This design comes from an exercise in tuning for small area and a short achievable clock period on the open sky130 flow, not from production work. RTL that was checked went through simulation tests only; none was proved equivalent to the original. For runs 4, 5 and 7, only the layout was checked, not whether the RTL still works. No activity file was given, so power comes from the tool's default toggle rates.

===== flow/flow/run.sh =====
#!/bin/bash
# The standard ORFS layout (standard.sh), with extra ORFS settings:
# plain buffers on the ports and no dummy loads in the clock tree.
# make's output goes to flow_make.log; each ORFS step keeps its own log
# under orfs/logs/.
set -euo pipefail
bash standard.sh \
  "BUFFER_PORTS_ARGS=-buffer_cell sky130_fd_sc_hd__buf_2" \
  "CTS_ARGS=-sink_clustering_enable -repair_clock_nets -dont_use_dummy_load -buf_list sky130_fd_sc_hd__clkbuf_8" \
  finish > flow_make.log 2>&1

===== flow/standard.sh =====
#!/bin/bash
# synth_recipe.tcl (not shown) runs the flow's synth.tcl, then flattens the netlist and writes it again
# the make line also repeats each setting of config.mk as NAME=value (left out here)
make -C /OpenROAD-flow-scripts/flow DESIGN_CONFIG=/design/flow/config.mk WORK_HOME=/design/flow/orfs CLKGATE_MAP_FILE= SYNTH_SCRIPT=/design/flow/synth_recipe.tcl "${@:-finish}"

===== flow/config.mk =====
export PLATFORM = sky130hd
export DESIGN_NAME = xcore
export DESIGN_NICKNAME = xcore
export VERILOG_FILES = /design/flow/design.v
export SDC_FILE = /design/flow/constraint.sdc
export NUM_CORES = 4
export LEC_CHECK = 0
export ABC_AREA = 1
export CAP_MARGIN = 20
export CORE_MARGIN = 2
export CORE_UTILIZATION = 55
export SETUP_SLACK_MARGIN = 3.5
export SLEW_MARGIN = 20
export TNS_END_PERCENT = 5

===== flow/constraint.sdc =====
create_clock -name core_clock -period 8.5 [get_ports {clk}]
set_input_delay 1.7000 -clock core_clock [delete_from_list [all_inputs] [get_ports {clk}]]
set_output_delay 1.7000 -clock core_clock [all_outputs]
set_load 0.01 [all_outputs]

===== flow/design.v =====
`timescale 1ns / 1ps
module xcore (
      input             clk,
      input             rst,
      output reg [8:0]  pc,
      input [31:0]      instruction,
      output            ram_sel,
      output            ram_we,
      output [8:0]      ram_addr,
      output [31:0]     ram_wdata,
      input [31:0]      ram_rdata,
      output            trap
      );
   reg [31:0] regA, regB;
   reg [2:0]  regC;
   reg [31:0] regf [0:15];
   wire [3:0] op = instruction[31:28];
   wire op_sub  = op == 4'd2;
   wire op_shft = op == 4'd3;
   wire op_and  = op == 4'd4;
   wire op_xor  = op == 4'd5;
   wire op_ldih = op == 4'd7;
   wire alu     = op[3:1] == 3'b000 || op[3:1] == 3'b001 || op[3:1] == 3'b010;   
   wire load    = op == 4'd6 || op == 4'd7 || op == 4'd8 || op == 4'd10;
   wire store   = op == 4'd9 || op == 4'd11;
   wire branch  = op[3:2] == 2'b11;
   wire immop   = op == 4'd0 || op == 4'd3 || op == 4'd6 || op == 4'd7;
   wire busop   = op == 4'd1 || op == 4'd2 || op == 4'd4 || op == 4'd5 || op[3:2] == 2'b10;
   wire viab    = op[3:1] == 3'b101;   
   wire sumop   = !(op_shft || op_and || op_xor || store);   
   function [4:0] dec;    
      input [9:0] a;
      reg hi;
      begin
         hi = a[9] && a[8:5] == 4'd0;
         dec = {a[9] && !hi || hi && a[4] && a[3:1] != 3'd0,
                hi && !a[4], hi && a[4:0] == 5'd16, hi && a[4:0] == 5'd17, hi};
      end
   endfunction
   wire [4:0] di = dec(instruction[9:0]);
   wire [4:0] dh = dec(regA[9:0]);
   wire [4:0] db = dec(regB[9:0]);
   assign ram_sel   = viab ? !regB[9] : busop && !instruction[9];
   assign trap      = viab ? db[4] : busop && di[4];
   assign ram_we    = store;
   assign ram_addr  = viab ? regB[8:0] : instruction[8:0];
   assign ram_wdata = regA;
   wire is_rf = viab ? db[3] : di[3];
   wire is_rb = viab ? db[2] : op_ldih ? dh[2] : di[2];
   wire is_rc = viab ? db[1] : op_ldih ? dh[1] : di[1];
   wire [31:0] imm = op_ldih ? {instruction[15:0], regA[15:0]} : {{4{instruction[27]}}, instruction[27:0]};
   wire [3:0]  ra = viab ? regB[3:0] : instruction[3:0];
   wire [31:0] m0 = ra[3] ? (ra[2] ? regf[12] : regf[8]) : (ra[2] ? regf[4] : regf[0]);
   wire [31:0] m1 = ra[3] ? (ra[2] ? regf[13] : regf[9]) : (ra[2] ? regf[5] : regf[1]);
   wire [31:0] m2 = ra[3] ? (ra[2] ? regf[14] : regf[10]) : (ra[2] ? regf[6] : regf[2]);
   wire [31:0] m3 = ra[3] ? (ra[2] ? regf[15] : regf[11]) : (ra[2] ? regf[7] : regf[3]);
   wire [31:0] rf_rd = ra[1] ? (ra[0] ? m3 : m2) : (ra[0] ? m1 : m0);
   wire s_imm = immop && !is_rb && !is_rc;
   wire s_ram = ram_sel;
   wire s_rf  = busop && is_rf;
   wire [31:0] operand = ({32{is_rb}} & regB) | ({32{is_rc}} & {29'd0, regC}) |
                         ({32{s_imm}} & imm) | ({32{s_ram}} & ram_rdata) |
                         ({32{s_rf}} & rf_rd) | {32{branch}};
   wire [31:0] aa = load ? 32'd0 : (op_sub ? ~regA : regA);
   wire [31:0] p  = aa ^ operand;
   wire [31:0] g  = aa & operand;
   reg  [31:0] gk, pk;
   integer l, j;
   always @* begin
      gk = g;
      pk = p;
      for (l = 1; l < 32; l = l * 2)
        for (j = 31; j >= l; j = j - 1) begin
           gk[j] = gk[j] | (pk[j] & gk[j-l]);
           pk[j] = pk[j] & pk[j-l];
        end
   end
   wire [31:0] c = {gk[30:0], 1'b0};    
   wire [31:0] ps = p ^ {32{op_sub}};
   wire shl = is_rb ? regB[31] : !is_rc && instruction[27];    
   reg [31:0] e;
   always @* begin
      if (op_shft)
        e = shl ? {regA[30:0], 1'b0} : {regA[31], regA[31:1]};
      else if (op_and)
        e = g;
      else if (op_xor)
        e = p;
      else
        e = regA;
   end
   wire [31:0] x0 = sumop ? ps : e;
   wire [31:0] x1 = sumop ? ~ps : e;
   wire [31:0] nA;
   genvar k;
   generate for (k = 0; k < 32; k = k + 1) begin : sel
      assign nA[k] = c[k] ? x1[k] : x0[k];
   end endgenerate
   wire fx = op_sub ? ~(aa[31] & operand[31]) : (aa[31] | operand[31]);
   wire [2:0] fa0 = {ps[31], 2'b00};
   wire [2:0] fa1 = {~ps[31], ~fx, fx};
   wire [2:0] farith = c[31] ? fa1 : fa0;
   reg  [2:0] flags;
   always @* begin
      if (op_shft)
        flags = shl ? {regA[30], regA[31] ^ regA[30], regA[31]} : {regA[31], 2'b00};
      else if (op_and)
        flags = {g[31], 2'b00};
      else if (op_xor)
        flags = {p[31], 2'b00};
      else
        flags = farith;
   end
   wire a_zero = regA == 32'd0;
   wire taken = branch && (op[1] ? !a_zero : a_zero);
   always @(posedge clk, posedge rst)
     if (rst) begin
        pc <= 9'd0;
        regA <= 32'd0;
        regB <= 32'd0;
        regC <= 3'd0;
     end else begin
        pc <= taken ? (op[0] ? regB[8:0] : instruction[8:0]) : pc + 9'd1;
        regA <= nA;
        if (alu)
          regC <= flags;
        if (store && is_rb)
          regB <= regA;
     end
   always @(posedge clk)
     if (store && is_rf)
       regf[ra] <= regA;
endmodule

==> results of run 1 <==
==> worst paths after layout <==
kind,slack (ps),end
min in group asynchronous,1140,pc[8]
max in group asynchronous,6160,regB[15]
hold / removal,490,regB[25]
setup reg to reg,3890,regC[2]
setup / recovery,3540,trap
hold reg to reg,490,regB[25]
==> area by class of cell <==
| type | instances | area [um^2] | share of cell area |
|---|---|---|---|
| Multi-Input combinational cell | 1831 | 10100 | 0.315 |
| Timing Repair Buffer | 236 | 1880 | 0.0583 |
| Timing Repair inverter | 5 | 45.0 | 0.00140 |
| Tap cell | 672 | 841 | 0.0262 |
| Sequential cell | 588 | 17300 | 0.537 |
| Clock buffer | 95 | 1310 | 0.0407 |
| Antenna cell | 1 | 2.50 | 0.0000778 |
| Inverter | 147 | 657 | 0.0204 |
==> layer usage <==
metal	up-vias	track usage	share of wire
li1	9966	-	-
met1	11400	0.521	0.38
met2	1562	0.621	0.47
met3	277	0.0765	0.10
met4	0	0.162	0.044
met5	-	0	0
==> cell families (layout without fill, tap and decap cells) <==
kind of cell	after synthesis	after routing	synth area share
simple gates	1154	1163	0.172
compound gates	583	583	0.128
mux	1	1	0.000360
xor+xnor	48	48	0.0151
fa+ha+maj	36	36	0.0162
buf+inv	285	483	0.0461
other cells	0	1	0
flops	588	588	0.621
==> cell usage in the layout (no fill, tap or decap), types with 10 or more instances in the layout <==
| cell | Yosys | layout |
|---|---|---|
| o21ai_1 | 19 | 25 |
| nand3_1 | 113 | 101 |
| a21oi_1 | 134 | 120 |
| xor2_1 | 42 | 42 |
| a21oi_2 | 0 | 11 |
| nor2_4 | 2 | 29 |
| nor2_1 | 411 | 371 |
| edfxtp_1 | 512 | 512 |
| nand3_2 | 2 | 13 |
| nand2_1 | 513 | 488 |
| nor3_1 | 34 | 31 |
| ha_4 | 0 | 10 |
| ha_1 | 36 | 12 |
| nand2_2 | 7 | 28 |
| ha_2 | 0 | 14 |
| nand4_1 | 33 | 33 |
| dfrtp_1 | 76 | 76 |
| a211oi_1 | 15 | 11 |
| inv_1 | 136 | 131 |
| buf_4 | 9 | 92 |
| o21ai_0 | 140 | 128 |
| clkbuf_8 | 0 | 95 |
| o22ai_1 | 153 | 153 |
| o22a_1 | 52 | 52 |
| nor2_2 | 9 | 23 |
| o221ai_1 | 29 | 29 |
| buf_12 | 0 | 18 |
| buf_2 | 62 | 114 |
==> critical path, stage by stage <==
cell     delay (ps)
buf_4           180
inv_1            70
nand2_2          90
nor2_4           40
buf_12          140
inv_12           90
nand2_2          90
o21ai_2          90
nand3_2         160
buf_4           190
a32o_1          230
buf_2           150
==> repair_timing <==
action / 4_1_cts / 5_1_grt
gates resized for setup: 86 / 140
buffers inserted: 30 / 20
pin swaps: 15 / 33
gates cloned: 12 / 5
endpoints found under the setup margin: 33 / 27
==> registers in the layout, indices dropped and copies added, names as in the netlist, named ones only <==
register,flops
regC,3
regB,32
pc,9
regf,512
regA,31
==> power by group through the flow <==
stage	clock (W)	sequential, W	combinational (W)
4_1_cts	0.00199	0.00413	0.00245
5_1_grt	0.00210	0.00417	0.00291
3_3_place_gp	0	0.00417	0.00235
2_1_floorplan	0	0.00409	0.00135
6_report	0.00198	0.00415	0.00272
3_5_place_dp	0	0.00418	0.00235
==> stage by stage <==
| stage | hold WS (ps) | std cells | power, W | instance area [um^2] |
|---|---|---|---|---|
| 6_report | 486 | 3575 | 0.00884 | 32100 |
| 5_1_grt | 513 | 3574 | 0.00919 | 32100 |
| 4_1_cts | 489 | 3549 | 0.00856 | 31300 |
| 3_5_place_dp | 473 | 3412 | 0.00654 | 29200 |
| 3_3_place_gp | 470 | 3412 | 0.00651 | 29200 |
| 2_1_floorplan | 453 | 2695 | 0.00544 | 27800 |
==> run notes, run 1 <==
status no timing/DRC/antenna violations; YS warnings 1; Combinational Power Share 0.308; total track usage 0.387; Worst-path clk slew roughly 60 ps; Synth Register Bits about 600; drt pass-1 iters 6; Post-Syn Instances about 2700; final period utilization 0.583; largest net degree at the start of global routing 50; leading area contributor after synthesis edfxtp_1; Inserted Clock Buffers 95; Clock Sinks 588; count of final setup violators 0; RePlAce Congestion between 1 and 1.5; Reg power frac 0.469; switching part of the total 0.374; Reg2Reg Depth 25; fmax 202 MHz; synth unique cells 56; Layout Skew 89.2 ps; Rows 82; Post-synth ARST share 0.129; RSZ-0062 raised after global routing yes; post-DP HPWL around 62 mm; syn_area_per_cell just over 10 um^2; CP Max Fanout 15; Seq/Total Area, Yosys 0.621; Worst Setup End Kind output pin; Root Buffer clkbuf_8; Cell Area, Synth between 20000 and 30000 um^2; cts hold-fix bufs 0; H-tree lvl count 3; Final Slew Violations 0; Tmin final just under 5000 ps; pre-CTS worst setup slack roughly 1700 ps; total number of vias approximately 23000; DR DRC count 0; Layout area overhead 15.6%; Min-Delay Path Class flip-flop to flip-flop; syn_nets 2797; peak supply drop roughly 0.22 mV; CORE AREA about 50000 um^2; CP startpoint instruction[31]; worst path required time roughly 7000 ps; worst hold path startpoint regB[25]; first-pass GRT wire length roughly 150 mm; worst setup margin 3540 ps; P_int between 0.005 and 0.006 W; DRT antenna net count 0; Critical Path AT between 3000 and 4000 ps; layout cells sized above 1 0.182; ys flop type edfxtp_1; max_slew headroom 0.294; kind of critical path primary input to output pin; Initial DRC Count between 3000 and 4000; Die Ht 229 um; worst skew pair latency roughly 700 ps; crit path launch type primary input; Post-synth top cells nand2_1 (513), edfxtp_1 (512), nor2_1 (411); EDFF count, synth 512; initial antenna violation count 4; vias in the first global route 21900; Filler Cells Inserted 4103; Die ar. approximately 52000 um^2; post-DR vias/cell between 6 and 7; Die W between 200 and 250 um; reg2reg start regA[3]; io pins around 120; Final Hold Fails 0; TNS Setup 0 ps; Pleak about 12 nW; clock power share 0.223; Worst Tran Pin Value 1060 ps; NetSw 0.00331 W; nets around 3000; Hold Path Depth 2; Synth top area share 0.553; TritonCTS clock tree built; GRT overflow 0; PD cells 275 nW/um^2; initial core utilization 0.555; port bufs around 120; Final Util 0.642; WL per Instance just under 30 um; most frequent cell after synthesis nand2_1; final WL just over 100 mm; max cap viols 0; top cells by area, synth edfxtp_1 (55%), nand2_1 (6.9%), dfrtp_1 (6.8%); CTS max path bufs 3
==> run 2, diff against run 1 <==
--- a/flow/config.mk
+++ b/flow/config.mk
@@ -12,3 +12,3 @@
 export SETUP_SLACK_MARGIN = 3.5
 export SLEW_MARGIN = 20
-export TNS_END_PERCENT = 5
+export TNS_END_PERCENT = 100
==> run 2 against run 1 <==
  * Still clean
  * Worst setup slack worse by 24 ps
  * Combinational power about the same
  * Routed wire length up 0.92%
  * Cell area up 0.40%
  * Clock skew up 4.7 ps
  * Via count up 0.25%
  * Critical path type is now primary input to flip-flop
  * Critical endpoint is now regA[21]
==> run notes, run 2 <==
status no timing/DRC/antenna violations; Worst Setup End Kind flip-flop; fmax around 200 MHz; WL per Instance between 20 and 30 um; reg2reg end regC[2]; CP top delay family compound AO/OA/AOI/OAI gates; commonest non-fill, non-tap cells in the layout edfxtp_1 (512), nand2_1 (492), nor2_1 (375); crit path to regA[21]; Bufs and invs on worst path 6; Reg power frac 0.469; CP max stage delay roughly 390 ps; syn_nets 2797; CORE AREA between 50000 and 60000 um^2; syn_area_per_cell 10.3 um^2; ys flop type edfxtp_1; Root Buffer clkbuf_8; NetSw about 0.0033 W; final period utilization 0.586; Critical Path AT roughly 5600 ps; TNS Setup 0 ps; post-DP HPWL 62.4 mm; registers with the most flip-flops regf (512), regB (32), regA (31); Synth Register Bits about 590; RSZ-0062 raised after global routing yes; largest net degree at the start of global routing 50; port bufs 118; worst path required time 9080 ps; Cell Area, Synth 27800 um^2; Synth top area share 0.553; clock power share 0.223; pre-CTS worst setup slack 1700 ps; switching part of the total 0.373; first-pass GRT wire length roughly 150 mm; io pins 119; Post-synth top cells nand2_1 (513), edfxtp_1 (512), nor2_1 (411); YS warnings 1; Rows 82; total number of vias between 20000 and 25000; Pleak around 12 nW; CP Max Fanout 16; kind of critical path primary input to flip-flop; worst setup margin around 3500 ps; crit path launch type primary input; worst-path cell chain buf_2, clkinv_4, nand3_4, buf_4, nor2_2, a21oi_4, inv_4, nor2_4, buf_12, clkbuf_16, o21ai_0, nand4_1, nand2_1, ha_1, a21oi_1, nor2_1, nor2_1, o21ai_1, a21oi_1, nand2_1, o21ai_0, nor2_1, a21oi_1; Seq/Total Area, Yosys 0.621; worst skew pair latency between 600 and 700 ps; count of final setup violators 0; Die ar. around 52000 um^2; final WL between 100 and 150 mm; reg2reg start regA[3]; Tmin final between 4000 and 5000 ps; H-tree lvl count 3; Final Slew Violations 0; total power around 0.0088 W; synth unique cells between 50 and 60; top cells by area, synth edfxtp_1 (55%), nand2_1 (6.9%), dfrtp_1 (6.8%); initial antenna violation count 5; commonest non-fill, non-tap cell in the layout edfxtp_1; Post-Syn Instances about 2700; total track usage 0.388; Die W roughly 230 um; cts hold-fix bufs 0; Largest register FFs about 510; Worst Tran Pin Value ~1000 ps; drt pass-1 iters 7; Worst-path clk slew 60 ps; Post-DP Area 29200 um^2; leading area contributor after synthesis edfxtp_1; CTS max path bufs 3; most frequent cell after synthesis nand2_1; CP max-delay cell ha_1; peak supply drop 0.225 mV; layout cells sized above 1 0.181; Clock Sinks 588; Initial DRC Count roughly 3000; CP startpoint instruction[30]; Final Util 0.645; cell area after layout around 32000 um^2; post-DR vias/cell roughly 6.5; Most flops, register regf; Post-synth ARST share 0.129; initial core utilization 0.555; Layout area overhead 16.1%; Min-Delay Path Class flip-flop to flip-flop; R2R Setup Slk 3950 ps; DR DRC count 0; max_slew headroom 0.307; Die Ht ~230 um; Final Hold Fails 0; nets roughly 3000; EDFF count, synth 512; Combinational Power Share 0.307; Reg2Reg Depth 24; P_int roughly 0.0055 W; DRT antenna net count 0; RePlAce Congestion 1.02; Crit path depth 23; vias in the first global route approximately 22000; Layout Skew 93.9 ps; TritonCTS clock tree built; Inserted Clock Buffers 95; PD cells between 200 and 300 nW/um^2; max cap viols 0; GRT overflow 0
## run 2: metal layers
metal  track usage  routed length, um  up-vias
met3        0.0798              11300      297
met1         0.518              39800    11400
li1              -                  -     9997
met5             0                  0        -
met2         0.621              48900     1533
met4         0.166               4760        0
## run 2: worst min-delay path: stages (launching register included)
cell,delay (ps)
dfrtp_1,350
nand2_1,50
o21ai_0,50
## run 2: cell families (layout without fill, tap and decap cells)
kind of cell | after synthesis | in the layout | share of synthesized area
simple gates | 1154 | 1164 | 0.172
flops | 588 | 588 | 0.621
compound gates | 583 | 583 | 0.128
buf+inv | 285 | 490 | 0.0461
xor+xnor | 48 | 48 | 0.0151
fa+ha+maj | 36 | 36 | 0.0162
mux | 1 | 1 | 0.000360
other cells | 0 | 2 | 0
## run 2: power groups by stage
stage               Clock (W)  Combinational (W)  Sequential (W)
floorplan                   0            0.00135         0.00409
global placement            0            0.00235         0.00417
detailed placement          0            0.00235         0.00418
CTS                   0.00199            0.00245         0.00413
global route          0.00210            0.00291         0.00417
finish                0.00198            0.00271         0.00415
## run 2: worst min path at each step
stage / start / to / slack, ps / cells past startpoint
floorplan: regB[10] / regB[10] / 450 / 2
global placement: regB[11] / regB[11] / 470 / 2
detailed placement: regB[25] / regB[25] / 470 / 2
CTS: regB[25] / regB[25] / 490 / 2
global route: regB[25] / regB[25] / 510 / 2
finish: regB[25] / regB[25] / 490 / 2
## run 2: layout make-up
| cell class | count | area, um^2 |
|---|---|---|
| sequential | 588 | 17300 |
| inverter | 147 | 658 |
| multi-input combinational | 1832 | 10100 |
| fill | 4092 | 17800 |
| timing repair buffer | 242 | 1990 |
| timing repair inverter | 6 | 53.8 |
| antenna | 2 | 5.00 |
| tap | 672 | 841 |
| clock buffer | 95 | 1310 |
## run 2: repair_timing
| action | CTS | global route |
|---|---|---|
| pin swaps | 15 | 31 |
| gates resized for setup | 89 | 132 |
| setup buffers | 32 | 23 |
| gates cloned | 12 | 8 |
| setup endpoints to repair | 33 | 27 |
## run 2: stage by stage
stage	instances	hold slack, ps
finish	3584	486
global route	3582	513
global placement	3412	470
detailed placement	3412	473
floorplan	2695	453
CTS	3551	489
==> run 3, diff against run 2 <==
--- a/flow/config.mk
+++ b/flow/config.mk
@@ -10,5 +10,5 @@
 export CORE_MARGIN = 2
 export CORE_UTILIZATION = 55
-export SETUP_SLACK_MARGIN = 3.5
+export SETUP_SLACK_MARGIN = 3.3
 export SLEW_MARGIN = 20
 export TNS_END_PERCENT = 100
==> run 3 against run 2 <==
  * Still clean
  * Critical path depth is 2 higher
  * Critical endpoint is now regC[2]
  * Clock-buffer cell count stayed put
  * Largest power group unchanged
  * First-iteration DRC count is 4.0% higher
  * Routed wire length is 2.3% lower
==> run notes, run 3 <==
status no timing/DRC/antenna violations; YS warnings 1; io pins ~120; initial antenna violation count 4; Final Util 0.630; CTS max path bufs 3; Final Slew Violations 0; vias in the first global route approximately 22000; drt pass-1 iters 8; dpl cells around 3400; Worst Tran Pin Value just over 1000 ps; kind of critical path primary input to flip-flop; most frequent cell after synthesis nand2_1; count of final setup violators 0; Min-Delay Path Class flip-flop to flip-flop; final WL 102 mm; Post-DP Area roughly 29000 um^2; first-pass GRT wire length approximately 150 mm; layout cells sized above 1 0.156; Post-synth ARST share 0.129; max cap viols 0; Synth top area share 0.553; Layout Skew 92.8 ps; RSZ-0062 raised after global routing yes; total track usage 0.381; post-DR vias/cell about 6.5; worst skew pair latency around 700 ps; Worst-path clk slew approximately 60 ps; cell area after layout between 30000 and 40000 um^2; syn_nets roughly 2800; nets around 3000; worst path required time ~9000 ps; Post-Syn Instances 2695; Pleak ~12 nW; Layout area overhead 13.4%; Cell Area, Synth ~28000 um^2; non-filler instance count after layout ~3600; Seq/Total Area, Yosys 0.621; Root Buffer clkbuf_8; cts hold-fix bufs 0; Inserted Clock Buffers between 90 and 100; WL per Instance between 20 and 30 um; Largest register FFs 512; DR DRC count 0; commonest non-fill, non-tap cell in the layout edfxtp_1; Die W 229 um; GRT overflow 0; Die Ht between 200 and 250 um; ys flop type edfxtp_1; port bufs between 100 and 150; Final Hold Fails 0; Synth Register Bits 588; max_slew headroom 0.329; largest net degree at the start of global routing 55; Filler Cells Inserted 4162; Initial DRC Count 3093; H-tree lvl count 3; leading area contributor after synthesis edfxtp_1; final period utilization 0.607; TritonCTS clock tree built; CORE AREA 50100 um^2; final hold slack 486 ps; total number of vias roughly 23000; peak supply drop around 0.23 mV; Die ar. approximately 52000 um^2; DRT antenna net count 0; Worst Setup End Kind flip-flop; Rows between 80 and 90; Most flops, register regf; initial core utilization 0.555; syn_area_per_cell between 10 and 15 um^2; crit path launch type primary input; RePlAce Congestion just over 1; Critical Path AT roughly 5700 ps; commonest non-fill, non-tap cells in the layout edfxtp_1 (512), nand2_1 (500), nor2_1 (385); EDFF count, synth just over 500; Tmin final 5160 ps; synth unique cells 56; top cells by area, synth edfxtp_1 (55%), nand2_1 (6.9%), dfrtp_1 (6.8%); PD cells between 200 and 300 nW/um^2; Clock Sinks around 600; Post-synth top cells nand2_1 (513), edfxtp_1 (512), nor2_1 (411); TNS Setup 0 ps; CP Max Fanout 33; fmax slightly below 200 MHz; post-DP HPWL 62.4 mm; registers with the most flip-flops regf (512), regB (32), regA (31)
[run 3: cell types whose count changed in the layout (fill, tap and decap cells not counted), moves of 6 or more]
cell     before  now
o21ai_0     127  133
nand2_2      23   17
a21oi_1     121  128
a21oi_2      11    5
buf_4        92   81
ha_1         14   27
nor2_1      375  385
nand2_1     492  500
buf_12       22   12
ha_4         11    2
[run 3: worst paths after layout]
check,from,endpoint,slack [ps],cells after the start
worst max-delay path,instruction[30],regC[2],3340,25
worst min-delay path,regB[25],regB[25],490,2
worst max register to register,regA[3],regC[2],3870,24
worst min register to register,regB[25],regB[25],490,2
max in group asynchronous,rst,regB[15],6160,3
min in group asynchronous,rst,pc[8],1150,2
[run 3: repair_timing]
item | in CTS | in global routing
endpoints found under the setup margin | 31 | 25
buffers inserted | 18 | 18
pin swaps | 10 | 18
gates cloned | 7 | 7
resized for setup | 59 | 68
[run 3: critical path, cell delays in order]
cell,delay (ps)
buf_2,140
inv_4,120
nand3_4,190
buf_4,220
a21oi_4,250
inv_2,170
nor2_2,190
buf_12,260
o21ai_0,160
nand4_1,280
nand2_1,100
ha_1,420
nand2_1,180
inv_1,130
nand4_1,150
nand2_2,170
nand2_1,80
nand2_2,130
nand3_2,140
nand2_2,110
nand2_1,70
nand3_1,70
nand3_1,90
nand2_1,70
inv_1,30
[run 3: cell families after synthesis]
| family | count (synthesis) | synth area share |
|---|---|---|
| simple gates | 1154 | 0.172 |
| compound gates | 583 | 0.128 |
| xor+xnor | 48 | 0.0151 |
| fa+ha+maj | 36 | 0.0162 |
| flops | 588 | 0.621 |
| mux | 1 | 0.000360 |
| buf+inv | 285 | 0.0461 |
[run 3: area by class of cell]
cell class / count / area [um^2] / share of cell area
Timing Repair inverter: 5 / 42.5 / 0.00135
Inverter: 147 / 643 / 0.0204
Sequential cell: 588 / 17300 / 0.548
Tap cell: 672 / 841 / 0.0267
Timing Repair Buffer: 220 / 1650 / 0.0524
Antenna cell: 2 / 5.00 / 0.000159
Clock buffer: 95 / 1310 / 0.0415
Multi-Input combinational cell: 1830 / 9770 / 0.310
[run 3: stage by stage]
| step | power [W] | worst slack [ps] |
|---|---|---|
| after CTS | 0.00853 | 3260 |
| after floorplan | 0.00544 | 3660 |
| final | 0.00868 | 3340 |
| after detailed placement | 0.00654 | 1700 |
| after global routing | 0.00903 | 3230 |
| after global placement | 0.00651 | 1620 |
[run 3: layer usage]
layer / track usage / vias up / part of all wire
li1: - / 9929 / -
met1: 0.511 / 11200 / 0.38
met2: 0.610 / 1532 / 0.47
met3: 0.0761 / 285 / 0.11
met4: 0.166 / 0 / 0.047
met5: 0 / - / 0
[run 3: power breakdown]
| group | switching [W] | leakage, nW | internal, W |
|---|---|---|---|
| Combinational | 0.00176 | 5.60 | 0.000801 |
| Clock | 0.000992 | 0.683 | 0.000979 |
| Sequential | 0.000471 | 5.54 | 0.00367 |
| Total | 0.00322 | 11.8 | 0.00545 |
==> run 4, diff against run 3 <==
--- a/flow/design.v
+++ b/flow/design.v
@@ -71,5 +71,10 @@
       pk = p;
       for (l = 1; l < 32; l = l * 2)
-        for (j = 31; j >= l; j = j - 1) begin
+        for (j = 2*l-1; j < 32; j = j + 2*l) begin
+           gk[j] = gk[j] | (pk[j] & gk[j-l]);
+           pk[j] = pk[j] & pk[j-l];
+        end
+      for (l = 8; l >= 1; l = l / 2)
+        for (j = 3*l-1; j < 32; j = j + 2*l) begin
            gk[j] = gk[j] | (pk[j] & gk[j-l]);
            pk[j] = pk[j] & pk[j-l];
--- a/flow/config.mk
+++ b/flow/config.mk
@@ -10,5 +10,5 @@
 export CORE_MARGIN = 2
 export CORE_UTILIZATION = 55
-export SETUP_SLACK_MARGIN = 3.3
+export SETUP_SLACK_MARGIN = 3.5
 export SLEW_MARGIN = 20
-export TNS_END_PERCENT = 100
+export TNS_END_PERCENT = 5
==> run 4 against run 3 <==
  * Global-route usage up 0.98 points
  * Worst setup slack better by 140 ps
  * Non-clock buffer count up 59
  * Highest routed layer unchanged
  * First-iteration DRC count down 5.2%
  * Area after synthesis down 5.7%
  * Hold slack better by 9.2 ps
  * Die area down 5.6%
  * Sequential power about the same
  * Routed wire length down 2.5%
  * Critical path type unchanged
  * Flip-flop and latch count unchanged
  * Largest power group unchanged
  * Combinational power down 5%
  * Critical path depth unchanged
==> run notes, run 4 <==
CP max stage delay 390 ps; Tmin final around 5000 ps; CP dominant cell by count nand2_1; xor and xnor area share after synthesis 0.0140; Seq/Total Area, Yosys 0.659; Post-DP Area roughly 28000 um^2; WL met2 about 44 mm; initial core utilization 0.553; Filler Cells Inserted 3615; Worst Setup End Kind flip-flop; Layout Skew around 59 ps; multi-input combinational cell area approximately 9000 um^2; Clock Sinks ~600; CORE AREA approximately 47000 um^2; Hold Path Depth 2; CTS max path bufs 3; syn_nets 2408; Min-Delay Path Class flip-flop to flip-flop; final period utilization 0.590; RSZ-0062 raised after global routing yes; post-DR vias/cell between 6 and 7; peak supply drop between 0.2 and 0.25 mV; non-filler instance count after layout between 3000 and 4000; leading area contributor after synthesis edfxtp_1; Post-synth ARST share 0.129; CP startpoint instruction[30]; Die ar. 49500 um^2; drt pass-1 iters 6; Reg area ~17000 um^2; reg2reg end regA[14]; Crit path depth 25; Worst Tran Pin Value between 1000 and 1500 ps; reg2reg start regA[1]; Final Hold Fails 0; ys flop type edfxtp_1; PD cells ~270 nW/um^2; mux contribution to synthesized area 0; layout cells sized above 1 0.234; kind of critical path primary input to flip-flop; nets 2671; Synth top area share 0.586; total power roughly 0.0086 W; Synth Area in Compound Gates 0.170; commonest non-fill, non-tap cells in the layout edfxtp_1 (512), nand2_1 (336), o22ai_1 (244); Layout area overhead 20.0%; met3 routed WL 11.6 mm; Worst-path clk slew roughly 60 ps; largest family of logic cells by synthesized area compound AO/OA/AOI/OAI gates; top cells by area, synth edfxtp_1 (59%), dfrtp_1 (7.3%), o22ai_1 (6.2%); Synth Register Bits 588; Final Slew Violations 0; TritonCTS clock tree built; crit path to regA[14]; Max Used Layer met4; Pleak between 10 and 15 nW; Die Ht approximately 220 um; R2R Setup Slk 3980 ps; adder-cell area share of the yosys netlist 0.0167; vias in the first global route approximately 20000; initial antenna violation count 0; Root Buffer clkbuf_8; YS warnings 1; DR DRC count 0; Initial DRC Count between 2000 and 3000; syn_area_per_cell between 10 and 15 um^2; Final Util 0.663; Reg2Reg Depth 25; first-pass GRT wire length approximately 140 mm; EDFF count, synth 512; crit path launch type primary input; RePlAce Congestion approximately 0.93; port bufs around 120; synth unique cells slightly below 50; Post-Syn Instances ~2300; total track usage 0.391; CP max-delay cell ha_2; largest net degree at the start of global routing 65; Critical Path AT around 5600 ps; count of final setup violators 0; io pins roughly 120; M1 WL approximately 39 mm; fmax roughly 200 MHz; Most flops, register regf; most frequent cell after synthesis edfxtp_1; final WL 99.8 mm; Post-synth top cells edfxtp_1 (512), nand2_1 (373), o22ai_1 (261); Inserted Clock Buffers 95; max cap viols 0; WL per Instance about 31 um; GRT overflow 0; total number of vias approximately 21000; status no timing/DRC/antenna violations; Largest register FFs roughly 500; cell area after layout 31500 um^2; max_slew headroom 0.0775; Bufs and invs on worst path 4; H-tree lvl count 3; worst skew pair latency 700 ps; CP top delay family simple AND/OR/NAND/NOR gates; worst path required time ~9100 ps; DRT antenna net count 0; Rows 80; registers with the most flip-flops regf (512), regB (32), regA (31); post-DP HPWL between 50 and 60 mm; CP Max Fanout 22; Die W 222 um; commonest non-fill, non-tap cell in the layout edfxtp_1; Cell Area, Synth approximately 26000 um^2; dpl cells approximately 3000; simple-gate share of the synthesized area 0.0955; TNS Setup 0 ps
run 4: changes by cell type in the layout (fill, tap and decap cells not counted), sizes merged, moves of 12 or more:
cell,change
nor2,-309
nand2,-140
o21ai,+118
o22ai,+108
buf,+59
o22a,-50
nand3,-39
a221oi,+29
nor3,-26
nand4,-21
a21oi,-13
a211oi,-12
run 4: worst min-delay path by stage:
stage | startpoint | to
floorplan | regB[3] | regB[3]
global placement | regB[3] | regB[3]
detailed placement | regB[3] | regB[3]
CTS | regB[3] | regB[3]
global route | regB[28] | regB[28]
finish | regB[12] | regB[12]
run 4: what timing repair did:
item,in CTS,in global routing
endpoints found under the setup margin,34,31
buffers inserted,52,44
resized for setup,143,191
gates cloned,20,7
pin swaps,63,116
hold buffers,0,0
run 4: area by class of cell:
cell class / instances / area share
multi-input combinational: 1455 / 0.287
timing repair inverter: 9 / 0.00342
tap: 615 / 0.0244
clock buffer: 95 / 0.0415
sequential: 588 / 0.549
antenna: 1 / 0.0000795
timing repair buffer: 279 / 0.0750
inverter: 142 / 0.0198
run 4: cells by family (layout without fill, tap and decap cells):
kind of cell    count (synthesis)  after routing
simple gates                  605            619
fa+ha+maj                      35             35
xor+xnor                       42             42
flops                         588            588
compound gates                759            759
other cells                     0              1
buf+inv                       278            525
run 4: routing by layer:
layer	vias up	global-route usage
li1	9097	-
met1	10600	0.551
met2	1546	0.589
met3	249	0.0870
met4	0	0.172
met5	-	0
run 4: worst register-to-register path: stages, from the launching register on:
cell      delay (ps)
dfrtp_1          880
inv_1            260
nand3_1          200
nor2_1            60
nand2_1           80
nand2_1           70
nand2_1           80
nand2_1           40
nand2_1          110
inv_1            120
a221oi_1         510
o221ai_2         180
ha_1             340
nand2_1           80
inv_1             40
nand2_2           60
nand2_4           80
nand2_2           90
a21oi_1           70
or2_2            320
nand3_2           90
nand3_2           90
xor2_1           180
or2_2            280
nand3_1           70
nand2_1           50
run 4: per-stage QoR:
step	hold WS, ps	worst slack (ps)
after floorplan	453	3510
after global placement	469	1680
after detailed placement	473	1550
after CTS	485	3470
after global routing	523	3340
final	495	3480
run 4: power breakdown:
part / total, W / internal [W] / switching [W]
Clock: 0.00198 / 0.000980 / 0.00100
Combinational: 0.00244 / 0.000871 / 0.00157
Sequential: 0.00413 / 0.00367 / 0.000459
Total: 0.00855 / 0.00553 / 0.00303
==> run 5, diff against run 4 <==
--- a/flow/design.v
+++ b/flow/design.v
@@ -70,14 +70,15 @@
       gk = g;
       pk = p;
-      for (l = 1; l < 32; l = l * 2)
-        for (j = 2*l-1; j < 32; j = j + 2*l) begin
+      for (j = 1; j < 32; j = j + 2) begin
+         gk[j] = gk[j] | (pk[j] & gk[j-1]);
+         pk[j] = pk[j] & pk[j-1];
+      end
+      for (l = 2; l < 32; l = l * 2)
+        for (j = 31; j >= l + 1; j = j - 2) begin
            gk[j] = gk[j] | (pk[j] & gk[j-l]);
            pk[j] = pk[j] & pk[j-l];
         end
-      for (l = 8; l >= 1; l = l / 2)
-        for (j = 3*l-1; j < 32; j = j + 2*l) begin
-           gk[j] = gk[j] | (pk[j] & gk[j-l]);
-           pk[j] = pk[j] & pk[j-l];
-        end
+      for (j = 2; j < 32; j = j + 2)
+        gk[j] = gk[j] | (pk[j] & gk[j-1]);
    end
    wire [31:0] c = {gk[30:0], 1'b0};    
==> run 5 against run 4 <==
  * Still clean on timing, DRC and antenna
  * Sequential power barely moved
  * Power rose by 4.7%
  * Sequential share of layout area fell by 3.8 points
  * Hold slack improved by 2.7 ps
  * Global-route usage fell by 0.52 points
  * Clock power barely moved
  * Routed wire length rose by 8.6%
  * Area after synthesis rose by 5.9%
  * Critical path type unchanged
  * Critical endpoint is now regf[14][19]
  * Highest routed layer unchanged
==> run notes, run 5 <==
peak supply drop about 0.21 mV; final WL 108 mm; Post-synth ARST share 0.129; RePlAce Congestion approximately 1.0; initial core utilization 0.556; Min-Delay Path Class flip-flop to flip-flop; total number of vias 24200; largest net degree at the start of global routing 68; Clock Sinks about 590; leading area contributor after synthesis edfxtp_1; RSZ-0062 raised after global routing yes; TNS Setup 0 ps; Synth top area share 0.553; Worst Tran Pin Value ~1100 ps; Rows between 80 and 90; non-filler instance count after layout between 3000 and 4000; max cap viols 0; Root Buffer clkbuf_8; H-tree lvl count 3; Layout Skew a little over 70 ps; CTS max path bufs 3; cell area after layout approximately 34000 um^2; io pins 119; PD cells roughly 260 nW/um^2; Post-DP Area 29200 um^2; Largest register FFs just over 500; Final Hold Fails 0; Layout area overhead 21.8%; final period utilization 0.621; status no timing/DRC/antenna violations; YS warnings 1; Worst-path clk slew 50 ps; kind of critical path primary input to flip-flop; initial antenna violation count 0; most frequent cell after synthesis nand2_1; total track usage 0.386; Inserted Clock Buffers 95; Die Ht ~230 um; Reg2Reg Depth 22; layout cells sized above 1 0.215; Synth Register Bits approximately 590; Pleak roughly 13 nW; syn_area_per_cell roughly 10 um^2; DR DRC count 0; final hold slack between 400 and 500 ps; WL per Instance 29.6 um; Initial DRC Count about 3800; Post-Syn Instances 2725; max_slew headroom 0.261; Critical Path AT roughly 5700 ps; Die W approximately 230 um; EDFF count, synth 512; syn_nets ~2800; ys flop type edfxtp_1; Seq/Total Area, Yosys 0.622; Most flops, register regf; fmax between 150 and 200 MHz; reg2reg end regA[14]; count of final setup violators 0; commonest non-fill, non-tap cells in the layout nand2_1 (523), edfxtp_1 (512), nor2_1 (295); Cell Area, Synth approximately 28000 um^2; Worst Setup End Kind flip-flop; drt pass-1 iters 8; Tmin final roughly 5300 ps; antenna cells 0; nets a little over 3000; GRT overflow 0; vias in the first global route around 22000; commonest non-fill, non-tap cell in the layout nand2_1; dpl cells around 3400; Final Slew Violations 0; first-pass GRT wire length about 150 mm; CP startpoint instruction[28]; Post-synth top cells nand2_1 (577), edfxtp_1 (512), nor2_1 (329); crit path launch type primary input; CP Max Fanout 20; worst path required time 8870 ps; synth unique cells 46; registers with the most flip-flops regf (512), regB (32), regA (31); Die ar. 52300 um^2; crit path to regf[14][19]; post-DP HPWL around 59 mm; port bufs 118; CORE AREA 50000 um^2; TritonCTS clock tree built; DRT antenna net count 0; worst skew pair latency just over 700 ps; top cells by area, synth edfxtp_1 (55%), nand2_1 (7.8%), dfrtp_1 (6.8%); reg2reg start regA[6]; R2R Setup Slk between 3000 and 4000 ps; post-DR vias/cell roughly 6.6
-- run 5: how the worst min path moves through the flow --
stage               startpoint  endpoint  slack (ps)  depth (start not counted)
CTS                   regB[30]  regB[30]         490                          2
global route          regB[30]  regB[30]         510                          2
finish                regB[30]  regB[30]         500                          2
global placement      regB[30]  regB[30]         470                          2
detailed placement    regB[30]  regB[30]         480                          2
floorplan              regB[2]   regB[2]         450                          2
-- run 5: logic make-up (layout without fill, tap and decap cells) --
family,after synthesis,after routing,share of synthesized area
multiplexers,1,1,0.000360
AND/OR/NAND/NOR,1171,1181,0.175
adder cells (fa/ha/maj),35,35,0.0158
flip-flops,588,588,0.622
buffers and inverters,287,542,0.0424
AO/OA/AOI/OAI,606,606,0.133
XOR/XNOR,37,37,0.0117
-- run 5: worst max-delay path, stage by stage --
cell     delay [ps]
buf_4           210
inv_1           170
nor2_1          630
inv_1           210
nor2_1          690
nand3_1         710
nor2_4          910
buf_4           370
-- run 5: per-stage QoR --
step	setup WS [ps]	util	power, W
after floorplan	3630	-	0.00537
after detailed placement	1620	0.584	0.00635
after CTS	3500	0.633	0.00844
final	3220	0.677	0.00895
after global placement	1630	0.584	0.00632
after global routing	3280	0.677	0.00928
-- run 5: where the power goes --
group / total, W / switching (W) / internal, W
registers: 0.00414 / 0.000457 / 0.00368
clock network: 0.00201 / 0.00103 / 0.000980
logic: 0.00281 / 0.00180 / 0.00101
total: 0.00895 / 0.00329 / 0.00567
-- run 5: layout make-up --
| type | instances | area (um^2) |
|---|---|---|
| flip-flops and latches | 588 | 17300 |
| fillers | 3866 | 16100 |
| multi-input cells | 1860 | 10700 |
| repair buffers | 315 | 3160 |
| clock buffers | 95 | 1310 |
| well taps | 672 | 841 |
| inverters | 130 | 563 |
| repair inverters | 2 | 12.5 |
-- run 5: timing repair --
action                                  CTS  global route
endpoints found under the setup margin  158           284
setup buffers                            46            68
hold buffers                              0             0
gates cloned                             18            19
pin swaps                                20            64
resized for setup                        95           207
-- run 5: per-layer routing --
layer / part of all wire / vias up / GRT usage
li1: - / 10200 / -
met1: 0.38 / 11800 / 0.537
met2: 0.43 / 1900 / 0.574
met3: 0.12 / 392 / 0.0836
met4: 0.065 / 0 / 0.198
met5: 0 / - / 0
==> run 6, diff against run 5 <==
--- a/flow/design.v
+++ b/flow/design.v
@@ -70,15 +70,9 @@
       gk = g;
       pk = p;
-      for (j = 1; j < 32; j = j + 2) begin
-         gk[j] = gk[j] | (pk[j] & gk[j-1]);
-         pk[j] = pk[j] & pk[j-1];
-      end
-      for (l = 2; l < 32; l = l * 2)
-        for (j = 31; j >= l + 1; j = j - 2) begin
+      for (l = 1; l < 32; l = l * 2)
+        for (j = 31; j >= l; j = j - 1) begin
            gk[j] = gk[j] | (pk[j] & gk[j-l]);
            pk[j] = pk[j] & pk[j-l];
         end
-      for (j = 2; j < 32; j = j + 2)
-        gk[j] = gk[j] | (pk[j] & gk[j-1]);
    end
    wire [31:0] c = {gk[30:0], 1'b0};    
==> flow/flow/run.sh (replaced) <==
#!/bin/bash
# The standard ORFS layout (standard.sh), with extra ORFS settings:
# synthesis with flow/synth.tcl (synth_recipe.tcl with another ABC script),
# plain buffers on the ports and no dummy loads in the clock tree.
# make's output goes to flow_make.log; each ORFS step keeps its own log
# under orfs/logs/.
set -euo pipefail
here=$(pwd)
export OWN_ABC_SCRIPT=$here/flow/abc.script
bash standard.sh \
  "SYNTH_SCRIPT=$here/flow/synth.tcl" \
  "BUFFER_PORTS_ARGS=-buffer_cell sky130_fd_sc_hd__buf_2" \
  "CTS_ARGS=-sink_clustering_enable -repair_clock_nets -dont_use_dummy_load -buf_list sky130_fd_sc_hd__clkbuf_8" \
  finish > flow_make.log 2>&1
==> flow/flow/abc.script (new file) <==
&get -n
&st
&dch
&nf
&put
buffer -c
topo
stime -c
upsize -c
dnsize -c
==> flow/flow/synth.tcl (new file) <==
# synth_recipe.tcl (the standard synthesis), with ABC's mapping script replaced
# by flow/abc.script. Registers are mapped before ABC runs, so they are the
# standard synthesis's.
proc synth {args} { yosys synth -nofsm -noshare {*}$args }
proc abc {args} {
  set i [lsearch -exact $args -script]
  if {$i >= 0} { lset args [expr {$i+1}] $::env(OWN_ABC_SCRIPT) }
  yosys abc {*}$args
}
source $::env(SCRIPTS_DIR)/synth.tcl
# left out here: clear keep_hierarchy, flatten, clean up, hide names made inside functions, write 1_2_yosys.v
--- a/flow/config.mk
+++ b/flow/config.mk
@@ -6,5 +6,4 @@
 export NUM_CORES = 4
 export LEC_CHECK = 0
-export ABC_AREA = 1
 export CAP_MARGIN = 20
 export CORE_MARGIN = 2
==> run 6 against run 5 <==
  * Cell area is 7.3% lower
  * Die area is 4.7% lower
  * Register-to-register slack lost 510 ps
  * Critical path depth grew 12
  * Sequential power shrank 1%
  * Utilization down 1.9 points
  * Cell count down 19%
  * Sequential share of layout area grew 4.0 points
  * Via count fell by 15%
  * Combinational power is 5% lower
  * Synthesized cell count is 23% lower
  * Non-clock buffer count shrank 29
==> run notes, run 6 <==
status no timing/DRC/antenna violations; Synth top area share 0.581; Most flops, register regf; reg2reg start regA[1]; CP max-delay cell ha_1; CORE AREA between 40000 and 50000 um^2; Root Buffer clkbuf_8; Layout Skew about 36 ps; DRT antenna net count 0; CP Max Fanout 15; YS warnings 1; synth unique cells 70; Final Hold Fails 0; max cap viols 0; Clock Sinks 588; syn_nets roughly 2200; layout cells sized above 1 0.248; kind of critical path primary input to flip-flop; met2 Use GR 0.591; nets 2439; Post-synth ARST share 0.129; largest family of logic cells by synthesized area compound AO/OA/AOI/OAI gates; ys flop type edfxtp_1; EDFF count, synth around 510; H-tree lvl count 3; Final Slew Violations 0; CP max stage delay approximately 360 ps; Post-DP Area around 28000 um^2; Worst Tran Pin Value 1050 ps; reg2reg end regA[29]; largest net degree at the start of global routing 55; met1 Use GR 0.528; worst hold path startpoint regB[17]; Die W around 220 um; commonest non-fill, non-tap cell in the layout edfxtp_1; TritonCTS clock tree built; Inserted Clock Buffers 95; total number of vias a little over 20000; peak supply drop between 0.2 and 0.25 mV; final WL approximately 96 mm; Largest register FFs roughly 500; Worst Setup End Kind flip-flop; initial core utilization 0.555; top cells by area, synth edfxtp_1 (58%), dfrtp_1 (7.2%), o22ai_1 (6.4%); Synth Area in Compound Gates 0.178; io pins ~120; max_slew headroom 0.301; Min-Delay Path Class flip-flop to flip-flop; Synth Register Bits 588; WL per Instance roughly 33 um; fmax 188 MHz; PD cells ~280 nW/um^2; post-DR vias/cell between 6 and 7; gr busiest metal met2; port bufs 118; leading area contributor after synthesis edfxtp_1; registers with the most flip-flops regf (512), regB (32), regA (31); vias in the first global route just under 20000; post-DP HPWL roughly 53 mm; worst-path cell chain buf_4, and4b_2, a21oi_4, clkinvlp_4, nand2_8, buf_12, buf_16, o22ai_1, o21ai_0, and3_1, nand3_1, nand3_1, ha_1, a21oi_1, o21a_1, o21ai_0, a31oi_1, o41ai_2, xnor2_1, mux2_2; mux contribution to synthesized area 0.0294; RSZ-0062 raised after global routing yes; crit path launch type primary input; xor and xnor area share after synthesis 0.0185; drt pass-1 iters 6; Reg2Reg Depth 24; Tmin final approximately 5300 ps; Hold Path Depth 1; initial antenna violation count 1; final hold slack roughly 510 ps; RePlAce Congestion between 0.9 and 1; final period utilization 0.624; Die ar. roughly 50000 um^2; cts hold-fix bufs 0; Die Ht roughly 220 um; count of final setup violators 0; first-pass GRT wire length roughly 140 mm; Seq/Total Area, Yosys 0.653; met3 usage 0.0885; syn_area_per_cell between 10 and 15 um^2; worst path required time ~9000 ps; Worst-path clk slew roughly 50 ps; cell area after layout 31400 um^2; Post-Syn Instances ~2100; total track usage 0.383; Cell Area, Synth about 26000 um^2; R2R Setup Slk roughly 3400 ps; Critical Path AT 5850 ps; Layout area overhead 18.6%; commonest non-fill, non-tap cells in the layout edfxtp_1 (512), o22ai_1 (268), o21ai_0 (188); GRT overflow 0; simple-gate share of the synthesized area 0.0737; adder-cell area share of the yosys netlist 0.0170; Initial DRC Count ~2600; Rows 80; worst hold endpoint regB[17]; Pleak between 10 and 15 nW; CTS max path bufs 3; Post-synth top cells edfxtp_1 (512), o22ai_1 (269), o21ai_0 (201); DR DRC count 0; TNS Setup 0 ps; worst skew pair latency between 600 and 700 ps; most frequent cell after synthesis edfxtp_1
==> run 6: cell types whose count changed in the layout (fill, tap and decap cells not counted), moves of 44 or more <==
cell,previous run,this run
nor3_1,93,6
o221ai_1,62,18
inv_1,115,10
nor2_1,295,113
nand2_1,523,135
a21oi_1,131,65
nand3_1,94,39
o22ai_1,82,268
==> run 6: layer usage <==
metal / vias up / wire length, um
li1: 8713 / -
met1: 10300 / 37600
met2: 1360 / 43900
met3: 224 / 10200
met4: 0 / 4130
met5: - / 0
==> run 6: what timing repair did <==
item | in CTS | in global routing
pin swaps | 52 | 18
gates resized for setup | 170 | 29
buffers inserted | 77 | 6
gates cloned | 21 | 1
setup endpoints to repair | 33 | 28
==> run 6: worst max path at each step <==
stage	to	from	depth (start not counted)	slack, ps
5_1_grt	regA[28]	instruction[29]	20	3140
4_1_cts	regA[29]	instruction[6]	20	3380
3_5_place_dp	regA[29]	instruction[29]	20	1590
2_1_floorplan	regA[29]	instruction[30]	20	3300
6_report	regA[28]	instruction[29]	20	3190
3_3_place_gp	regA[29]	instruction[30]	20	1690
==> run 6: report_power, final <==
| part | internal [W] | total (W) | switching, W |
|---|---|---|---|
| combinational | 0.00102 | 0.00268 | 0.00166 |
| clock | 0.000980 | 0.00196 | 0.000984 |
| sequential | 0.00368 | 0.00410 | 0.000418 |
==> run 6: worst max-delay path, delay by kind of cell <==
family / cells / cell delay [ps]
xor+xnor: 1 / 150
compound gates: 8 / 1450
simple gates: 5 / 1170
fa+ha+maj: 1 / 360
buf+inv: 4 / 720
mux: 1 / 270
==> run 6: stage by stage <==
| stage | setup WS [ps] | instances | utilization | power [W] |
|---|---|---|---|---|
| after floorplan | 3300 | 2104 | - | 0.00545 |
| after global placement | 1690 | 2750 | 0.586 | 0.00637 |
| after detailed placement | 1590 | 2750 | 0.586 | 0.00641 |
| after CTS | 3380 | 2943 | 0.654 | 0.00863 |
| final | 3190 | 2951 | 0.658 | 0.00874 |
| after global routing | 3140 | 2951 | 0.658 | 0.00906 |
==> run 6: kinds of logic (layout without fill, tap and decap cells) <==
kind of cell | Yosys count | count (layout)
AND/OR/NAND/NOR | 425 | 433
AO/OA/AOI/OAI | 759 | 759
multiplexers | 67 | 67
adder cells (fa/ha/maj) | 36 | 36
XOR/XNOR | 56 | 56
flip-flops | 588 | 588
buffers and inverters | 173 | 396
other | 0 | 1
==> run 6: area by class of cell <==
class / instances / area [um^2]
Sequential cell: 588 / 17300
Fill cell: 3568 / 16300
Multi-Input combinational cell: 1351 / 9350
Timing Repair Buffer: 286 / 2590
Clock buffer: 95 / 1310
Tap cell: 615 / 769
Inverter: 15 / 66.3
Antenna cell: 1 / 2.50
==> run 7, diff against run 6 <==
--- a/flow/design.v
+++ b/flow/design.v
@@ -1,2 +1,19 @@
+`timescale 1ns / 1ps
+module xregf (
+      input [3:0]    ra,
+      input [511:0]  words,
+      output [31:0]  q
+      );
+   wire [31:0] w [0:15];
+   genvar i;
+   generate for (i = 0; i < 16; i = i + 1) begin : unpack
+      assign w[i] = words[32*i +: 32];
+   end endgenerate
+   wire [31:0] m0 = ra[3] ? (ra[2] ? w[12] : w[8]) : (ra[2] ? w[4] : w[0]);
+   wire [31:0] m1 = ra[3] ? (ra[2] ? w[13] : w[9]) : (ra[2] ? w[5] : w[1]);
+   wire [31:0] m2 = ra[3] ? (ra[2] ? w[14] : w[10]) : (ra[2] ? w[6] : w[2]);
+   wire [31:0] m3 = ra[3] ? (ra[2] ? w[15] : w[11]) : (ra[2] ? w[7] : w[3]);
+   assign q = ra[1] ? (ra[0] ? m3 : m2) : (ra[0] ? m1 : m0);
+endmodule
 `timescale 1ns / 1ps
 module xcore (
@@ -51,9 +68,8 @@
    wire [31:0] imm = op_ldih ? {instruction[15:0], regA[15:0]} : {{4{instruction[27]}}, instruction[27:0]};
    wire [3:0]  ra = viab ? regB[3:0] : instruction[3:0];
-   wire [31:0] m0 = ra[3] ? (ra[2] ? regf[12] : regf[8]) : (ra[2] ? regf[4] : regf[0]);
-   wire [31:0] m1 = ra[3] ? (ra[2] ? regf[13] : regf[9]) : (ra[2] ? regf[5] : regf[1]);
-   wire [31:0] m2 = ra[3] ? (ra[2] ? regf[14] : regf[10]) : (ra[2] ? regf[6] : regf[2]);
-   wire [31:0] m3 = ra[3] ? (ra[2] ? regf[15] : regf[11]) : (ra[2] ? regf[7] : regf[3]);
-   wire [31:0] rf_rd = ra[1] ? (ra[0] ? m3 : m2) : (ra[0] ? m1 : m0);
+   wire [31:0] rf_rd;
+   xregf rdport (.ra(ra), .q(rf_rd),
+                 .words({regf[15], regf[14], regf[13], regf[12], regf[11], regf[10], regf[9], regf[8],
+                         regf[7], regf[6], regf[5], regf[4], regf[3], regf[2], regf[1], regf[0]}));
    wire s_imm = immop && !is_rb && !is_rc;
    wire s_ram = ram_sel;
==> flow/flow/run.sh (replaced) <==
#!/bin/bash
# The standard ORFS layout (standard.sh), with extra ORFS settings:
# synthesis with flow/synth.tcl (synth_recipe.tcl with ABC run per module),
# plain buffers on the ports and no dummy loads in the clock tree.
# make's output goes to flow_make.log; each ORFS step keeps its own log
# under orfs/logs/.
set -euo pipefail
here=$(pwd)
export ABC_SCRIPT_RF=$FLOW_HOME/scripts/abc_speed.script
export ABC_SCRIPT_TOP=$FLOW_HOME/scripts/abc_area.script
bash standard.sh \
  "SYNTH_SCRIPT=$here/flow/synth.tcl" \
  "SYNTH_KEEP_MODULES=xregf" \
  "BUFFER_PORTS_ARGS=-buffer_cell sky130_fd_sc_hd__buf_2" \
  "CTS_ARGS=-sink_clustering_enable -repair_clock_nets -dont_use_dummy_load -buf_list sky130_fd_sc_hd__clkbuf_8" \
  finish > flow_make.log 2>&1
==> flow/flow/synth.tcl (replaced) <==
# synth_recipe.tcl (the standard synthesis), with ABC run per module: the register
# file read port (xregf, kept as a module until ABC has run) with the speed
# script and the rest with the area script. Registers are mapped before ABC
# runs and all live in xcore, so they are the standard synthesis's.
proc synth {args} { yosys synth -nofsm -noshare {*}$args }
proc abc {args} {
  set i [lsearch -exact $args -script]
  set a1 $args; lset a1 [expr {$i+1}] $::env(ABC_SCRIPT_RF)
  set a2 $args; lset a2 [expr {$i+1}] $::env(ABC_SCRIPT_TOP)
  yosys abc {*}$a1 xregf
  yosys abc {*}$a2 xcore
}
source $::env(SCRIPTS_DIR)/synth.tcl
# left out here: clear keep_hierarchy, flatten, clean up, hide names made inside functions, write 1_2_yosys.v
--- a/flow/config.mk
+++ b/flow/config.mk
@@ -6,4 +6,5 @@
 export NUM_CORES = 4
 export LEC_CHECK = 0
+export ABC_AREA = 1
 export CAP_MARGIN = 20
 export CORE_MARGIN = 2
removed: flow/flow/abc.script
==> run 7 against run 6 <==
  * Still clean
  * Global-route usage shrank 3.7 points
  * Clock skew grew 39 ps
  * Clock power is essentially flat
  * Area after synthesis grew 4.9%
  * Critical endpoint unchanged
==> run notes, run 7 <==
Die Ht ~230 um; Worst Tran Pin Value approximately 1100 ps; layout cells sized above 1 0.310; Post-synth top cells edfxtp_1 (512), nand2_1 (507), a21oi_1 (155); Largest register FFs approximately 500; Final Slew Violations 0; Combinational Power Share 0.295; R2R Setup Slk 3940 ps; registers with the most flip-flops regf (512), regB (32), regA (31); Hold Path Depth 2; top cells by area, synth edfxtp_1 (55%), mux4_2 (10%), nand2_1 (6.9%); Pleak roughly 12 nW; Synth Register Bits between 500 and 600; crit path launch type primary input; Post-Syn Instances ~2200; Most flops, register regf; EDFF count, synth between 500 and 600; max_slew headroom 0.292; most frequent cell after synthesis edfxtp_1; DR DRC count 0; clock power share 0.223; antenna cells 0; TritonCTS clock tree built; met2 Use GR 0.538; Cell Area, Synth around 28000 um^2; Initial DRC Count ~2200; kind of critical path primary input to flip-flop; count of final setup violators 0; post-DR vias/cell around 6.4; reg2reg end regA[27]; Reg power frac 0.481; Min-Delay Path Class flip-flop to flip-flop; CP Max Fanout 12; worst skew pair latency about 700 ps; Inserted Clock Buffers 94; largest net degree at the start of global routing 65; cts hold-fix bufs 0; PD cells roughly 270 nW/um^2; syn_nets approximately 2300; CORE AREA between 40000 and 50000 um^2; Post-synth ARST share 0.129; Layout Skew ~76 ps; syn_area_per_cell ~12 um^2; final WL between 90 and 100 mm; worst hold path startpoint regB[10]; RSZ-0062 raised after global routing yes; YS warnings 2; total power 0.00882 W; synth unique cells 50; status no timing/DRC/antenna violations; CP max-delay cell mux4_2; Rows 82; first-pass GRT wire length approximately 130 mm; fmax 192 MHz; worst path required time between 9000 and 10000 ps; final period utilization 0.611; total track usage 0.346; Synth top area share 0.554; WL per Instance 28.6 um; met3 usage 0.0654; DRT antenna net count 0; Worst-path clk slew about 60 ps; switching part of the total 0.356; reg2reg start regA[2]; Die ar. 52200 um^2; Bufs and invs on worst path 6; RePlAce Congestion about 1.0; TNS Setup 0 ps; peak supply drop 0.185 mV; Worst Setup End Kind flip-flop; Reg2Reg Depth 24; met1 Use GR 0.494; commonest non-fill, non-tap cell in the layout edfxtp_1; Die W around 230 um; commonest non-fill, non-tap cells in the layout edfxtp_1 (512), nand2_1 (443), mux4_2 (128); post-DP HPWL around 52 mm; GRT overflow 0; CP max stage delay roughly 500 ps; initial core utilization 0.555; NetSw approximately 0.0031 W; Clock Sinks approximately 590; CP top delay family simple AND/OR/NAND/NOR gates; worst hold endpoint regB[10]; CP dominant cell by count nand2_1; Root Buffer clkbuf_8; drt pass-1 iters 6; Seq/Total Area, Yosys 0.623; Tmin final roughly 5200 ps; Layout area overhead 19.7%; CTS max path bufs 3; gr busiest metal met2; port bufs roughly 120; P_int around 0.0057 W; nets between 2000 and 3000; H-tree lvl count 3; Critical Path AT roughly 5800 ps; Final Hold Fails 0; leading area contributor after synthesis edfxtp_1; vias in the first global route 19700; initial antenna violation count 0; io pins 119; max cap viols 0; total number of vias around 20000; ys flop type edfxtp_1
run 7: per-stage QoR:
stage / instance area [um^2] / setup WS (ps) / cells / utilization / hold slack (ps)
6_report: 33200 / 3300 / 3152 / 0.664 / 483
5_1_grt: 33200 / 3140 / 3152 / 0.664 / 509
4_1_cts: 32200 / 3370 / 3119 / 0.644 / 487
3_5_place_dp: 29300 / 1610 / 2953 / 0.587 / 473
3_3_place_gp: 29300 / 1640 / 2953 / 0.587 / 465
2_1_floorplan: 28000 / 3390 / 2236 / - / 453
run 7: worst reg2reg max path, delay by kind of cell, from the launching register on:
family          cells  cell delay (ps)
flops               1              920
compound gates      3              320
simple gates       16             2130
xor+xnor            1              160
buf+inv             3              580
fa+ha+maj           1              310
run 7: area by class of cell:
| class | instances | area [um^2] |
|---|---|---|
| multi-input combinational | 1424 | 11000 |
| fill | 3761 | 16800 |
| inverter | 114 | 488 |
| sequential | 588 | 17300 |
| tap | 672 | 841 |
| timing repair inverter | 6 | 105 |
| timing repair buffer | 254 | 2180 |
| clock buffer | 94 | 1290 |
run 7: kinds of logic after synthesis:
logic type	share of synthesized area
AOI/OAI and AO/OA	0.0850
xor gates and xnor gates	0.0155
adders and majority gates	0.0162
buffers and inverters	0.0347
DFF	0.623
muxes	0.106
and+or+nand+nor	0.119
run 7: how the worst max path moves through the flow:
stage / start / endpoint / slack (ps) / cells past startpoint
global placement: instruction[30] / regA[28] / 1640 / 28
finish: instruction[30] / regA[28] / 3300 / 25
floorplan: instruction[31] / regC[2] / 3390 / 27
global route: instruction[30] / regC[2] / 3140 / 27
detailed placement: instruction[30] / regA[28] / 1610 / 28
CTS: instruction[31] / regA[28] / 3370 / 28
run 7: routing by layer:
| layer | vias up | part of all wire | wire (um) |
|---|---|---|---|
| met5 | - | 0 | 0 |
| li1 | 8688 | - | - |
| met3 | 173 | 0.10 | 9090 |
| met1 | 10200 | 0.40 | 36200 |
| met4 | 0 | 0.032 | 2910 |
| met2 | 1151 | 0.46 | 41900 |
run 7: Yosys stat by module (local to each module, per instance):
module | flops+latches | times used | cells | cell area [um^2]
xcore | 588 | 1 | 1965 | 24000
xregf | 0 | 1 | 271 | 3730
run 7: power groups by stage:
stage	Clock, W	Sequential [W]	Combinational, W
after global routing	0.00211	0.00428	0.00282
after detailed placement	0	0.00428	0.00202
after CTS	0.00199	0.00422	0.00230
after global placement	0	0.00425	0.00201
after floorplan	0	0.00408	0.00137
final	0.00197	0.00425	0.00261
run 7: what timing repair did:
action,in CTS,in global routing
setup buffers,54,30
hold endpoints to repair,0,0
cloned,18,2
resized for setup,161,168
endpoints found under the setup margin,40,32
pin swaps,50,94

[what the ideal ports hide]
The flow's constraints put no driver on any port. The routed layouts listed below were extracted and timed again, unchanged, in two steps.
Step 1, drivers: a clkbuf_16 drives clk and a buf_2 each remaining input, both assumed.
Step 2, shift: input delay + t, output delay - t, t = (earliest + latest rising clock arrival at the registers) / 2. This alone moves slack from input paths to output paths.
a / b / c = ideal ports / drivers / drivers and shift; a / b = the first two.
run	t, ns	setup WS [ns]	worst slew at a driven data input, ns	cell pins on the clock port's net
run 1	0.711	3.542 / 3.516 / 2.863	0.06	1
run 2	0.706	3.517 / 3.513 / 2.838	0.06	1
run 3	0.709	3.344 / 3.376 / 2.667	0.07	1
run 4	0.722	3.481 / 3.497 / 2.777	0.06	1
run 5	0.746	3.224 / 3.254 / 2.508	0.06	1
run 6	0.710	3.193 / 3.223 / 2.513	0.06	1
run 7	0.716	3.304 / 3.322 / 2.606	0.05	1
After both steps every run listed still meets setup and hold. For run 5, which loses most, drivers alone change the setup slack by +0.030 ns; drivers and shift together by -0.716 ns.
